Source: an optimization exercise on an open RTL-to-GDS flow (aim: small area, a short achievable clock period and few clock cycles per item). Production flows keep margins and buffers that such runs may drop.
RTL that was checked went through simulation tests only; none was proved equivalent to the original.
Power figures rest on the tool's default switching activity, not on a simulated workload.

== purple ==
Design dsp_processor, start of the top module:
module dsp_processor(
    input         clk,
    input         nrst,
    input         instr_valid,
    input  [31:0] instr,
    output        instr_ready,
    output        out_valid,
    output [31:0] v1,
    output [31:0] v2,
    output [31:0] v3
);
reg [31:0] t0s, t1s, t2s, t3s, t4s, t5s, t6s, t7s, t8s;
reg [8:0]  tv;
wire [287:0] tall = {t8s, t7s, t6s, t5s, t4s, t3s, t2s, t1s, t0s};
reg        d_v, d_mpy, d_end, d_we, d_ld;
reg [4:0]  d_ra, d_rb;
reg [3:0]  d_wd;
reg [7:0]  d_imm;
reg        x_mpy, x_end, x_we;
reg [3:0]  x_wd;
reg [31:0] x_a;           
reg [31:0] x_sa, x_sb;    
reg [15:0] x_one, x_two, x_neg;
reg        w_end;
reg [8:0]  w_wen;          
reg [31:0] w_r0, w_r1, w_r2, w_r3;
reg stall;
reg ready;
assign instr_ready = ready;
assign out_valid   = w_end;
assign v1 = t4s & {32{tv[4]}};
assign v2 = t8s & {32{tv[8]}};
assign v3 = t7s & {32{tv[7]}};
wire       i_mpy, i_end, i_we, i_ld;
wire [4:0] i_ra, i_rb;
wire [3:0] i_wd;
wire [7:0] i_imm;
fetch dec(.instr(instr), .is_mpy(i_mpy), .is_end(i_end), .ra(i_ra), .rb(i_rb),
          .we(i_we), .wd(i_wd), .ld(i_ld), .imm(i_imm));
wire accept = instr_valid & ~stall;
wire [31:0] x_sum = x_sa + x_sb;
wire [31:0] m_r0, m_r1, m_r2, m_r3;
mul_cs mul(.a(x_a), .one(x_one), .two(x_two), .neg(x_neg),
           .r0(m_r0), .r1(m_r1), .r2(m_r2), .r3(m_r3));
wire [31:0] w_s1 = w_r0 ^ w_r1 ^ w_r2;
wire [31:0] w_c1 = {(w_r0[30:0] & w_r1[30:0]) | (w_r0[30:0] & w_r2[30:0]) | (w_r1[30:0] & w_r2[30:0]), 1'b0};
wire [31:0] w_s2 = w_s1 ^ w_c1 ^ w_r3;
wire [31:0] w_c2 = {(w_s1[30:0] & w_c1[30:0]) | (w_s1[30:0] & w_r3[30:0]) | (w_c1[30:0] & w_r3[30:0]), 1'b0};
wire [31:0] w_res = w_s2 + w_c2;
wire [31:0] rf_a, rf_b;
control rpa(.sel(d_ra), .valid(tv), .t(tall), .q(rf_a));
control rpb(.sel(d_rb), .valid(tv), .t(tall), .q(rf_b));
wire fx_a = x_we & ({1'b0, x_wd} + 5'd1 == d_ra);
wire [15:0] w_wen16 = {6'd0, w_wen, 1'b0};
wire fw_a = w_wen16[d_ra[3:0]] & ~d_ra[4];
wire fx_b = x_we & ({1'b0, x_wd} + 5'd1 == d_rb);
wire fw_b = w_wen16[d_rb[3:0]] & ~d_rb[4];
  ...
Size in the first run: roughly 610 flip-flops, roughly 0.036 sq mm of cells after synthesis.
export LEC_CHECK = 0
export CAP_MARGIN = 20
export CORE_MARGIN = 2
export CORE_UTILIZATION = 40
export PLACE_DENSITY = 0.6
export SLEW_MARGIN = 20
create_clock -name core_clock -period 10.0 [get_ports {clk}]
run.sh (not shown) runs the stock make flow with config.mk's settings and CLKGATE_MAP_FILE= SYNTH_SCRIPT=/design/flow/synth_recipe.tcl, a recipe that flattens the netlist after the stock synthesis.
purple ended with every stage complete and zero timing, DRC or antenna violations.
> inputs changed (purple -> orange)
==> flow/flow/run.sh (new file) <==
#!/bin/bash
set -euo pipefail
export SETUP_SLACK_MARGIN=6
bash standard.sh > standard.log 2>&1
==> flow/standard.sh (new file) <==
#!/bin/bash
# synth_recipe.tcl (not shown) runs the flow's synth.tcl, then flattens the netlist and writes it again
# the make line also repeats each setting of config.mk as NAME=value (left out here)
make -C /OpenROAD-flow-scripts/flow DESIGN_CONFIG=/design/flow/config.mk WORK_HOME=/design/flow/orfs CLKGATE_MAP_FILE= SYNTH_SCRIPT=/design/flow/synth_recipe.tcl "${@:-finish}"
removed: flow/run.sh
Notes after the runs:
- Measured against each other, orange and purple differ in wire length after detailed routing, the lower figure coming from purple.
- Diff purple -> orange: sum of buffers and inverters on the critical path went up by 3, fraction of power consumed by the clock network went down by 0.2 points, power per cell area went down by about 4%.
- Number of cells in the finished layout apart from fillers in orange is 2.0% above purple.
- Delta (orange minus purple): achievable frequency grew by 0.046 GHz; internal power component held steady.
- Max met1 layer wirelength in the final routing across orange and purple: orange
Function was not checked in any run of this note: the RTL went through the layout flow alone.

---

the previous run:
dsp_processor, a different RTL version from the one above (not shown whole).
For scale: ~3400 cells after synthesis, ~570 flip-flops, roughly 36000 um2 of cells after synthesis.
clock: 10.0 ns
lec_check: 0
cap_margin: 20
core_margin: 2
core_utilization: 55
place_density: 0.72
slew_margin: 20
standard.sh (not shown) runs the stock make flow with config.mk's settings and CLKGATE_MAP_FILE= SYNTH_SCRIPT=/design/flow/synth_recipe.tcl, a recipe that flattens the netlist after the stock synthesis.
==> flow/flow/run.sh <==
#!/bin/bash
set -euo pipefail
export SETUP_SLACK_MARGIN=6.5
export BUFFER_PORTS_ARGS="-buffer_cell sky130_fd_sc_hd__buf_2"
export CTS_ARGS="-sink_clustering_enable -repair_clock_nets -dont_use_dummy_load -sink_clustering_size 24 -sink_clustering_max_diameter 120 -buf_list sky130_fd_sc_hd__clkbuf_16"
bash standard.sh > standard.log 2>&1
Testbench counts of the previous run, summed over its fixed seeds: cycles 6,663, instrs 6,427.
What the current run does differently from the previous run at the input level:
# the previous run
export LEC_CHECK = 0
export CAP_MARGIN = 20
export CORE_MARGIN = 2
export CORE_UTILIZATION = 55
export PLACE_DENSITY = 0.72
export SLEW_MARGIN = 20
create_clock -name core_clock -period 10.0 [get_ports {clk}]
# the current run
export LEC_CHECK = 0
export ABC_AREA = 1
export CAP_MARGIN = 20
export CORE_MARGIN = 2
export CORE_UTILIZATION = 40
export PLACE_DENSITY = 0.6
export SLEW_MARGIN = 20
create_clock -name core_clock -period 10.0 [get_ports {clk}]
==> flow/flow/run.sh <==
#!/bin/bash
set -euo pipefail
export SETUP_SLACK_MARGIN=6
export BUFFER_PORTS_ARGS="-buffer_cell sky130_fd_sc_hd__buf_2"
export CTS_ARGS="-sink_clustering_enable -repair_clock_nets -dont_use_dummy_load -sink_clustering_size 24 -sink_clustering_max_diameter 120 -buf_list sky130_fd_sc_hd__clkbuf_16"
bash standard.sh > standard.log 2>&1
### Flow results
- Looking at power drawn by the combinational cells across the previous run and the current run, the one that comes out higher is the previous run.
- Per the comparison of the current run with the previous run, peak ir drop on the vdd network dropped 18%, design area climbed 470 um2, area fraction in and, or, nand and nor cells after synthesis climbed 12 points, depth of the critical timing path with buffers and inverters included dropped 2, share of final layout cell area taken by non-clock buffers dropped 4.1 points.
- The via count reported for the current run is higher than the one for the previous run.
- Diff the previous run -> the current run | global-route usage | decrease of 7.7 points

## static timing again, ports no longer ideal
No port has a modelled driver above. Below, the same layouts with a new extraction and two added sets of constraints.
Step 1, drivers: a clkbuf_16 drives clk and a buf_2 each remaining input, both assumed.
Step 2 adds t to the input delays and takes it off the output delays; t is the mean of the earliest and latest rising clock arrival at the registers after step 1. Input paths then give back, and output paths get back, about the clock's delay inside the block.
a / b / c = ideal ports / drivers / drivers and shift; a / b = the first two.
| run | t (ns) | setup slack, ns | worst setup path after step 2 | latest minus earliest clock arrival (ns) | pins driven straight from the clock port |
|---|---|---|---|---|---|
| purple | 0.683 | 4.551 / 4.551 / 4.551 | register to register | 0.041 / 0.042 | 1 |
| orange | 0.685 | 5.635 / 5.635 / 5.548 | input to register | 0.045 / 0.044 | 1 |
| the previous run | 0.677 | 5.528 / 5.528 / 5.528 | register to register | 0.054 / 0.054 | 1 |
| the current run | 0.689 | 5.951 / 5.951 / 5.951 | register to register | 0.110 / 0.110 | 1 |
After both steps every run listed still meets setup and hold. The setup slack of orange, which loses most, moves by 0.000 ns with the drivers and by -0.087 ns with both steps.
